This design comes from an exercise in tuning for small area on the open sky130 flow, not from production work.
RTL that was checked went through simulation tests only; none was proved equivalent to the original.
The flow treats the clock pin as an ideal source, which a real chip does not have.
Power and IR drop assume default switching activity.

==> flow/design.v <==
module DigitToSeg(D, seg, an);
input [3:0] D;
output reg [6:0] seg;
output reg [3:0] an;
always @(*) begin
	case (D)
	4'd0: begin seg = 7'b1000000; an = 4'b1011; end
	4'd1: begin seg = 7'b1111001; an = 4'b1011; end
	4'd2: begin seg = 7'b0010010; an = 4'b1011; end
	4'd3: begin seg = 7'b0110000; an = 4'b1011; end
	4'd4: begin seg = 7'b1000111; an = 4'b1101; end
	4'd5: begin seg = 7'b1111000; an = 4'b1011; end
	4'd6: begin seg = 7'b0000010; an = 4'b1011; end
	4'd7: begin seg = 7'b0100100; an = 4'b1011; end
	4'd8: begin seg = 7'b0000000; an = 4'b1011; end
	4'd9: begin seg = 7'b0011000; an = 4'b1011; end
	4'd10: begin seg = 7'b1111001; an = 4'b0111; end
	4'd11: begin seg = 7'b1111111; an = 4'b1111; end
	4'd12: begin seg = 7'b1000001; an = 4'b1100; end
	4'd13: begin seg = 7'b0011001; an = 4'b1011; end
	4'd14: begin seg = 7'b1111111; an = 4'b1111; end
	4'd15: begin seg = 7'b1111111; an = 4'b1111; end
	endcase
end
endmodule
module SevenSegment2digit(sw, count);
input [7:0] sw;
output [3:0] count;
wire s1 = sw[0] ^ sw[1] ^ sw[2];
wire c1 = (sw[0] & sw[1]) | (sw[2] & (sw[0] ^ sw[1]));
wire s2 = sw[3] ^ sw[4] ^ sw[5];
wire c2 = (sw[3] & sw[4]) | (sw[5] & (sw[3] ^ sw[4]));
wire s3 = sw[6] ^ sw[7];
wire c3 = sw[6] & sw[7];
wire s4 = s1 ^ s2 ^ s3;
wire c4 = (s1 & s2) | (s3 & (s1 ^ s2));
wire s5 = c1 ^ c2 ^ c3;
wire c5 = (c1 & c2) | (c3 & (c1 ^ c2));
wire s6 = s5 ^ c4;
wire c6 = s5 & c4;
assign count = {c5 & c6, c5 ^ c6, s6, s4};
endmodule
module Countdown(m, digit);
input [5:0] m;
output reg [3:0] digit;
always @(*) begin
	if (m < 6'd5) digit = 4'd0;
	else if (m < 6'd10) digit = 4'd9;
	else if (m < 6'd15) digit = 4'd8;
	else if (m < 6'd20) digit = 4'd5;
	else if (m < 6'd24) digit = 4'd6;
	else if (m < 6'd29) digit = 4'd2;
	else if (m < 6'd34) digit = 4'd13;
	else if (m < 6'd39) digit = 4'd3;
	else if (m < 6'd44) digit = 4'd7;
	else if (m < 6'd49) digit = 4'd1;
	else digit = 4'd0;
end
endmodule
module main(clk, reset, multiply, stop, Led, seg, an, sw, dp );
input reset;
input multiply;
input stop;
input clk;
input [7:0] sw;
output [7:0] Led;
output [6:0] seg;
output [3:0] an;
output dp;
reg [15:0] k;
reg        c0;
reg        f10;
reg        win;
reg        lose;
reg        t1, t2;       
reg  [3:0] D;            
reg  [4:0] L;            
wire run = ~win & ~lose;
wire [5:0] m = k[15:10];
wire odd_ok = k[0] ^ c0;
wire at4999  = odd_ok & (k[15:1] == 15'd2499);
wire at54999 = odd_ok & (k[15:1] == 15'd27499);
wire cur0 = (k >= 16'd50000) | (c0 & (k == 16'd49999));
wire ten_ev = (k[9:0] == 10'd0) & t2;
wire one_ev = k[9:0] == 10'd511;
wire [16:0] cy;
wire [15:0] kn;
assign cy[0] = 1'b1;
genvar i;
generate for (i = 0; i < 16; i = i + 1) begin : inc
	assign cy[i+1] = cy[i] & k[i];
	assign kn[i] = ~reset & (k[i] ^ cy[i]);
end endgenerate
wire [3:0] pc;
wire [3:0] digit;
Countdown CD(.m(m), .digit(digit));
SevenSegment2digit P(.sw(sw), .count(pc));
DigitToSeg S(.D(D), .seg(seg), .an(an));
always @(posedge clk) begin
	k <= kn;
	t1 <= f10;
	t2 <= t1;
	L <= multiply ? {pc, 1'b0} : {1'b0, pc};
	if (reset) begin
		c0 <= run;
		f10 <= 1'b1;
		win <= 1'b0;
		lose <= stop & run;
	end else if (run) begin
		if (at4999)
			f10 <= 1'b0;
		if (at54999 | (stop & ~cur0))
			lose <= 1'b1;
		else if (stop)
			win <= 1'b1;
	end
	if (lose)
		D <= 4'd4;
	else if (win)
		D <= 4'd12;
	else if (reset)
		D <= 4'd14;
	else if (ten_ev)
		D <= 4'd10;
	else if (one_ev)
		D <= digit;
end
assign Led = {3'b000, L};
assign dp = 1'b1;
endmodule
export LEC_CHECK = 0
export CAP_MARGIN = 20
export CORE_MARGIN = 2
export CORE_UTILIZATION = 40
export SLEW_MARGIN = 20
create_clock -name core_clock -period 10.0 [get_ports {clk}]
standard.sh (not shown) runs the stock make flow with config.mk's settings and CLKGATE_MAP_FILE= SYNTH_SCRIPT=/design/flow/synth_recipe.tcl, a recipe that flattens the netlist after the stock synthesis.
==> flow/flow/run.sh <==
#!/bin/bash
# Own layout flow: the standard ORFS flow (standard.sh) with these changes.
#  1. Synthesis: ORFS's synthesis with the script of its abc call replaced, in
#     two adder variants: no half/full-adder cell mapping, and full adders
#     only. Each variant runs with each flow/abc_*.abc and the run whose netlist
#     has the smallest cell area (buffers aside) is kept as the layout's
#     synthesis (its results are copied, not re-run). Registers are
#     mapped before abc, as in the standard synthesis; the flow checks that the
#     kept netlist has the standard synthesis's registers (names and cell types)
#     and falls back to the standard synthesis if none does.
#  2. Port buffers use the smallest buffer, sky130_fd_sc_hd__buf_1.
#  3. Tie cells are not duplicated per load (SKIP_REPAIR_TIE_FANOUT).
#  4. Clock: before CTS, flow/pre_cts.tcl buffers the clock with one clock buffer
#     per group of registers (OWN_CLK_GROUPS groups by position, OWN_CLKBUF
#     cells); CTS then leaves the buffered net as it is and ORFS's CTS step goes
#     on as usual (legalisation, timing repair).
# Each tool run's full output goes to a log file of its own in the work folder.
set -euo pipefail
W=$PWD
F=$W/flow
export OWN_CLKBUF=${OWN_CLKBUF:-sky130_fd_sc_hd__clkbuf_4}
export OWN_CLK_GROUPS=${OWN_CLK_GROUPS:-3}
R=orfs/results/sky130hd/main/base
TR=results/sky130hd/main/base

regs() {  # register cell types (drive strength dropped) and names of a netlist
  grep -oE 'sky130_fd_sc_hd__[a-z0-9]*df[a-z0-9]*_[0-9]+ +[^ ]+' "$1" | sed -E 's/_[0-9]+ +/ /' | sort
}
area() {  # cell area without buffers from a synth_stat.txt
  awk '/sky130_fd_sc_hd__/ && $3 !~ /__(buf|clkbuf)_/ {s += $2} END {printf "%.3f\n", s}' "$1"
}

# standard synthesis, for its registers
bash standard.sh WORK_HOME="$W/try_std" synth > "$W/synth_std.log" 2>&1
regs "$W/try_std/$TR/1_2_yosys.v" > "$W/regs_std.txt"
test -s "$W/regs_std.txt"

# synthesis scripts: variant x abc script
names=()
for v in noadd fa; do
  for s in "$F"/abc_*.abc; do
    n=${v}_$(basename "$s" .abc)
    sed 's#log_cmd abc {\*}$abc_args#set abc_args [lreplace $abc_args 1 1 '"$s"']; log_cmd abc {*}$abc_args#' \
      "$FLOW_HOME/scripts/synth.tcl" > "$W/synth_body_$n.tcl"
    grep -q "$s" "$W/synth_body_$n.tcl" || continue
    if [[ $v == fa ]]; then
      sed -i 's#extract_fa {\*}\[dont_use_extract_fa_args\]#extract_fa -fa#' "$W/synth_body_$n.tcl"
      grep -q "extract_fa -fa" "$W/synth_body_$n.tcl" || continue
    fi
    sed "s#source \$::env(SCRIPTS_DIR)/synth.tcl#source $W/synth_body_$n.tcl#" "$W/synth_recipe.tcl" > "$W/synth_$n.tcl"
    grep -q "synth_body_$n" "$W/synth_$n.tcl" || continue
    names+=("$n")
  done
done
adder_arg() { if [[ $1 == noadd_* ]]; then echo "ADDER_MAP_FILE="; else echo "OWN_VARIANT=$1"; fi; }

run_try() {
  local n=$1
  bash standard.sh WORK_HOME="$W/try_$n" SYNTH_SCRIPT="$W/synth_$n.tcl" "$(adder_arg "$n")" synth \
    > "$W/synth_$n.log" 2>&1 || return 0
  regs "$W/try_$n/$TR/1_2_yosys.v" > "$W/regs_$n.txt"
  if cmp -s "$W/regs_std.txt" "$W/regs_$n.txt"; then
    echo "$n $(area "$W/try_$n/reports/sky130hd/main/base/synth_stat.txt")" > "$W/area_$n.txt"
  fi
}
i=0
for n in "${names[@]}"; do
  run_try "$n" &
  i=$((i + 1))
  if (( i % ${NUM_CORES:-4} == 0 )); then wait; fi
done
wait

best=""
best_area=""
for n in "${names[@]}"; do
  [[ -s "$W/area_$n.txt" ]] || continue
  a=$(awk '{print $2}' "$W/area_$n.txt")
  echo "$n $a" >> "$W/synth_areas.txt"
  if [[ -z "$best" ]] || awk -v a="$a" -v b="$best_area" 'BEGIN {exit !(a < b)}'; then
    best=$n
    best_area=$a
  fi
done
echo "chosen: ${best:-standard}" >> "$W/synth_areas.txt"

mkdir -p orfs
if [[ -n "$best" ]]; then
  cp -a "$W/try_$best/." orfs/
else
  cp -a "$W/try_std/." orfs/
fi
md5sum "$R/1_2_yosys.v" > "$W/synth_netlist.md5"
bash standard.sh synth > "$W/synth.log" 2>&1
md5sum -c "$W/synth_netlist.md5" >> "$W/synth.log" 2>&1
regs "$R/1_2_yosys.v" > "$W/regs_final.txt"
cmp "$W/regs_std.txt" "$W/regs_final.txt"

bash standard.sh BUFFER_PORTS_ARGS="-buffer_cell sky130_fd_sc_hd__buf_1" SKIP_REPAIR_TIE_FANOUT=1 \
  PRE_CTS_TCL="$F/pre_cts.tcl" finish > "$W/layout.log" 2>&1
test -s out/final.def
==> flow/flow/pre_cts.tcl <==
# Clock buffering: the registers are split into OWN_CLK_GROUPS groups by
# position (sorted by x, equal counts); one clock buffer per group, placed at
# the group's centre, drives that group's clock pins.
set block [ord::get_db_block]
set dbu [[ord::get_db_tech] getDbUnitsPerMicron]
set regs {}
foreach inst [$block getInsts] {
  if { [[$inst getMaster] isSequential] } {
    set bb [$inst getBBox]
    lappend regs [list [expr {([$bb xMin] + [$bb xMax]) / 2}] [expr {([$bb yMin] + [$bb yMax]) / 2}] [$inst getName]]
  }
}
set regs [lsort -integer -index 0 $regs]
set n [llength $regs]
set g $::env(OWN_CLK_GROUPS)
for {set i 0} {$i < $g} {incr i} {
  set lo [expr {$i * $n / $g}]
  set hi [expr {($i + 1) * $n / $g - 1}]
  set xs 0; set ys 0; set pins {}
  foreach r [lrange $regs $lo $hi] {
    set xs [expr {$xs + [lindex $r 0]}]
    set ys [expr {$ys + [lindex $r 1]}]
    lappend pins [get_pins [lindex $r 2]/CLK]
  }
  set k [expr {$hi - $lo + 1}]
  set cx [expr {double($xs) / $k / $dbu}]
  set cy [expr {double($ys) / $k / $dbu}]
  puts "clock buffer $i at $cx $cy for $k registers"
  insert_buffer -buffer_cell $::env(OWN_CLKBUF) -net clk -load_pins $pins -location [list $cx $cy] -buffer_name clkbuf_$i -net_name clknet_$i
}
Other scripts of this flow, unchanged in this note and not shown: flow/flow/abc_a7.abc, flow/flow/abc_b1.abc, flow/flow/abc_b2.abc, flow/flow/abc_n3.abc
The baseline finished clean.
Rerun with:
--- a/flow/flow/run.sh
+++ b/flow/flow/run.sh
@@ -3,6 +3,5 @@
 #  1. Synthesis: ORFS's synthesis with the script of its abc call replaced, in
-#     two adder variants: no half/full-adder cell mapping, and full adders
-#     only. Each variant runs with each flow/abc_*.abc and the run whose netlist
-#     has the smallest cell area (buffers aside) is kept as the layout's
-#     synthesis (its results are copied, not re-run). Registers are
+#     three adder variants: no half/full-adder cell mapping, full adders only,
+#     and ORFS's default. Each variant runs with each flow/abc_*.abc and the
+#     netlist with the smallest cell area (buffers aside) is kept. Registers are
 #     mapped before abc, as in the standard synthesis; the flow checks that the
@@ -20,4 +19,4 @@
 F=$W/flow
-export OWN_CLKBUF=${OWN_CLKBUF:-sky130_fd_sc_hd__clkbuf_4}
-export OWN_CLK_GROUPS=${OWN_CLK_GROUPS:-3}
+export OWN_CLKBUF=${OWN_CLKBUF:-sky130_fd_sc_hd__clkbuf_16}
+export OWN_CLK_GROUPS=${OWN_CLK_GROUPS:-1}
 R=orfs/results/sky130hd/main/base
@@ -39,3 +38,3 @@
 names=()
-for v in noadd fa; do
+for v in noadd fa both; do
   for s in "$F"/abc_*.abc; do
@@ -86,11 +85,7 @@
 
-mkdir -p orfs
 if [[ -n "$best" ]]; then
-  cp -a "$W/try_$best/." orfs/
+  bash standard.sh SYNTH_SCRIPT="$W/synth_$best.tcl" "$(adder_arg "$best")" synth > "$W/synth.log" 2>&1
 else
-  cp -a "$W/try_std/." orfs/
+  bash standard.sh synth > "$W/synth.log" 2>&1
 fi
-md5sum "$R/1_2_yosys.v" > "$W/synth_netlist.md5"
-bash standard.sh synth > "$W/synth.log" 2>&1
-md5sum -c "$W/synth_netlist.md5" >> "$W/synth.log" 2>&1
 regs "$R/1_2_yosys.v" > "$W/regs_final.txt"
==> flow/flow/abc_a2.abc (new file) <==
strash;ifraig;dc2;dch -f;amap;mfs2;strash;dch -f;amap
==> flow/flow/abc_s3.abc (new file) <==
strash;ifraig;dc2;dch -f;map -a;mfs2;strash;dch -f;map -a;mfs2;strash;dch -f;map -a
After rerunning: Via count is lower slightly. Setup slack improves by 15 ps. Core utilization is about the same. Critical path depth is unchanged. Wire length is lower slightly. Flip-flop and latch count does not change. Register-to-register slack hardly moves. Global-route usage came out lower by 0.18 points. Area after synthesis stays the same. Cell count is lower slightly. Power grows by a few percent.
Function was not checked in any run of this note: the RTL went through the layout flow alone.

main, a different RTL version from the one above (not shown whole).
Size in the first run: ~31 flip-flops, about 32 I/O pins.
clock: 10.0 ns
lec_check: 0
cap_margin: 20
core_margin: 2
core_utilization: 40
gpl_timing_driven: 0
slew_margin: 20
==> flow/flow/run.sh <==
#!/bin/bash
# Own layout flow: the standard ORFS flow (standard.sh) with these changes.
#  1. Synthesis: ORFS's synthesis with the abc call's script replaced and without
#     the half/full-adder cell mapping. It is run once for each flow/abc_*.abc and
#     the netlist with the smallest cell area (buffers aside) is kept. Registers are
#     mapped before abc, exactly as in the standard synthesis; the flow checks that
#     the kept netlist has the standard synthesis's registers (names and cell
#     types) and falls back to the standard synthesis if not.
#  2. Port buffers use the smallest buffer, sky130_fd_sc_hd__buf_1.
#  3. Tie cells are not duplicated per load (SKIP_REPAIR_TIE_FANOUT).
#  4. Clock: before CTS, flow/pre_cts.tcl buffers the clock with one clock buffer
#     per group of registers (OWN_CLK_GROUPS groups by position, OWN_CLKBUF
#     cells); CTS then leaves the buffered net as it is and ORFS's CTS step goes
#     on as usual (legalisation, timing repair).
# Each tool run's full output goes to a log file of its own in the work folder.
set -euo pipefail
W=$PWD
F=$W/flow
export OWN_CLKBUF=${OWN_CLKBUF:-sky130_fd_sc_hd__clkbuf_16}
export OWN_CLK_GROUPS=${OWN_CLK_GROUPS:-1}
R=orfs/results/sky130hd/main/base

regs() {  # register cell types (drive strength dropped) and names of a netlist
  grep -oE 'sky130_fd_sc_hd__[a-z0-9]*df[a-z0-9]*_[0-9]+ +[^ ]+' "$1" | sed -E 's/_[0-9]+ +/ /' | sort
}
area() {  # cell area without buffers from a synth_stat.txt
  awk '/sky130_fd_sc_hd__/ && $3 !~ /__(buf|clkbuf)_/ {s += $2} END {printf "%.3f\n", s}' "$1"
}

# standard synthesis, for its registers
bash standard.sh WORK_HOME="$W/try_std" synth > "$W/synth_std.log" 2>&1
regs "$W/try_std/results/sky130hd/main/base/1_2_yosys.v" > "$W/regs_std.txt"

best=""
best_area=""
for s in "$F"/abc_*.abc; do
  n=$(basename "$s" .abc)
  sed 's#log_cmd abc {\*}$abc_args#set abc_args [lreplace $abc_args 1 1 '"$s"']; log_cmd abc {*}$abc_args#' \
    "$FLOW_HOME/scripts/synth.tcl" > "$W/synth_body_$n.tcl"
  grep -q "$s" "$W/synth_body_$n.tcl" || continue
  sed "s#source \$::env(SCRIPTS_DIR)/synth.tcl#source $W/synth_body_$n.tcl#" "$W/synth_recipe.tcl" > "$W/synth_$n.tcl"
  grep -q "synth_body_$n" "$W/synth_$n.tcl" || continue
  if bash standard.sh WORK_HOME="$W/try_$n" SYNTH_SCRIPT="$W/synth_$n.tcl" ADDER_MAP_FILE= synth > "$W/synth_$n.log" 2>&1; then
    regs "$W/try_$n/results/sky130hd/main/base/1_2_yosys.v" > "$W/regs_$n.txt"
    if cmp -s "$W/regs_std.txt" "$W/regs_$n.txt"; then
      a=$(area "$W/try_$n/reports/sky130hd/main/base/synth_stat.txt")
      echo "$n $a" >> "$W/synth_areas.txt"
      if [[ -z "$best" ]] || awk -v a="$a" -v b="$best_area" 'BEGIN {exit !(a < b)}'; then
        best=$n
        best_area=$a
      fi
    fi
  fi
done
echo "chosen: ${best:-standard}" >> "$W/synth_areas.txt"

if [[ -n "$best" ]]; then
  bash standard.sh SYNTH_SCRIPT="$W/synth_$best.tcl" ADDER_MAP_FILE= synth > "$W/synth.log" 2>&1
else
  bash standard.sh synth > "$W/synth.log" 2>&1
fi
regs "$R/1_2_yosys.v" > "$W/regs_final.txt"
cmp "$W/regs_std.txt" "$W/regs_final.txt"

bash standard.sh BUFFER_PORTS_ARGS="-buffer_cell sky130_fd_sc_hd__buf_1" SKIP_REPAIR_TIE_FANOUT=1 \
  PRE_CTS_TCL="$F/pre_cts.tcl" finish > "$W/layout.log" 2>&1
test -s out/final.def
Scripts as last shown in full above: flow/flow/pre_cts.tcl
Other scripts of this flow, unchanged in this note and not shown: flow/flow/abc_a2.abc, flow/flow/abc_a7.abc, flow/flow/abc_b1.abc, flow/flow/abc_b2.abc, flow/flow/abc_s3.abc
The first run finished with timing, DRC and antenna clean.
Next try:
--- a/flow/config.mk
+++ b/flow/config.mk
@@ -10,3 +10,2 @@
 export CORE_UTILIZATION = 40
-export GPL_TIMING_DRIVEN = 0
 export SLEW_MARGIN = 20
What happened:
- The new run finished clean
- total power barely changes
- final area falls slightly
- utilization falls by 0.61 points
- worst setup slack improved by 0.028 ns
- global-route usage falls by 0.87 points
- wire length falls slightly
- clock power rises by a few percent
- combinational power falls slightly
- first-iteration DRC count rises by well over a third
- maximum frequency rises slightly
- final cell count falls slightly

[what the ideal ports hide]
Ports are ideal in the flow. The routed layouts listed here were re-timed in OpenROAD. Step 1, drivers: a clkbuf_16 drives clk and a buf_2 each remaining input, both assumed. Step 2 adds t to the input delays and takes it off the output delays; t is the mean of the earliest and latest rising clock arrival at the registers after step 1. Input paths then give back, and output paths get back, about the clock's delay inside the block. a / b / c = no drivers / after step 1 / after step 2; a / b = the first two.
run	t (ns)	slack for setup (ns)	hold slack, ns
the first run of note 1	0.203	6.307 / 6.318 / 6.115	0.337 / 0.337 / 0.337
the second run of note 1	0.200	6.322 / 6.326 / 6.126	0.340 / 0.340 / 0.340
the first run of note 2	0.201	5.837 / 5.850 / 5.649	0.346 / 0.346 / 0.346
the second run of note 2	0.204	5.864 / 5.877 / 5.674	0.347 / 0.347 / 0.347
After both steps every run listed still meets setup and hold. The setup slack of the second run of note 1, which loses most, moves by +0.004 ns with the drivers and by -0.196 ns with both steps.
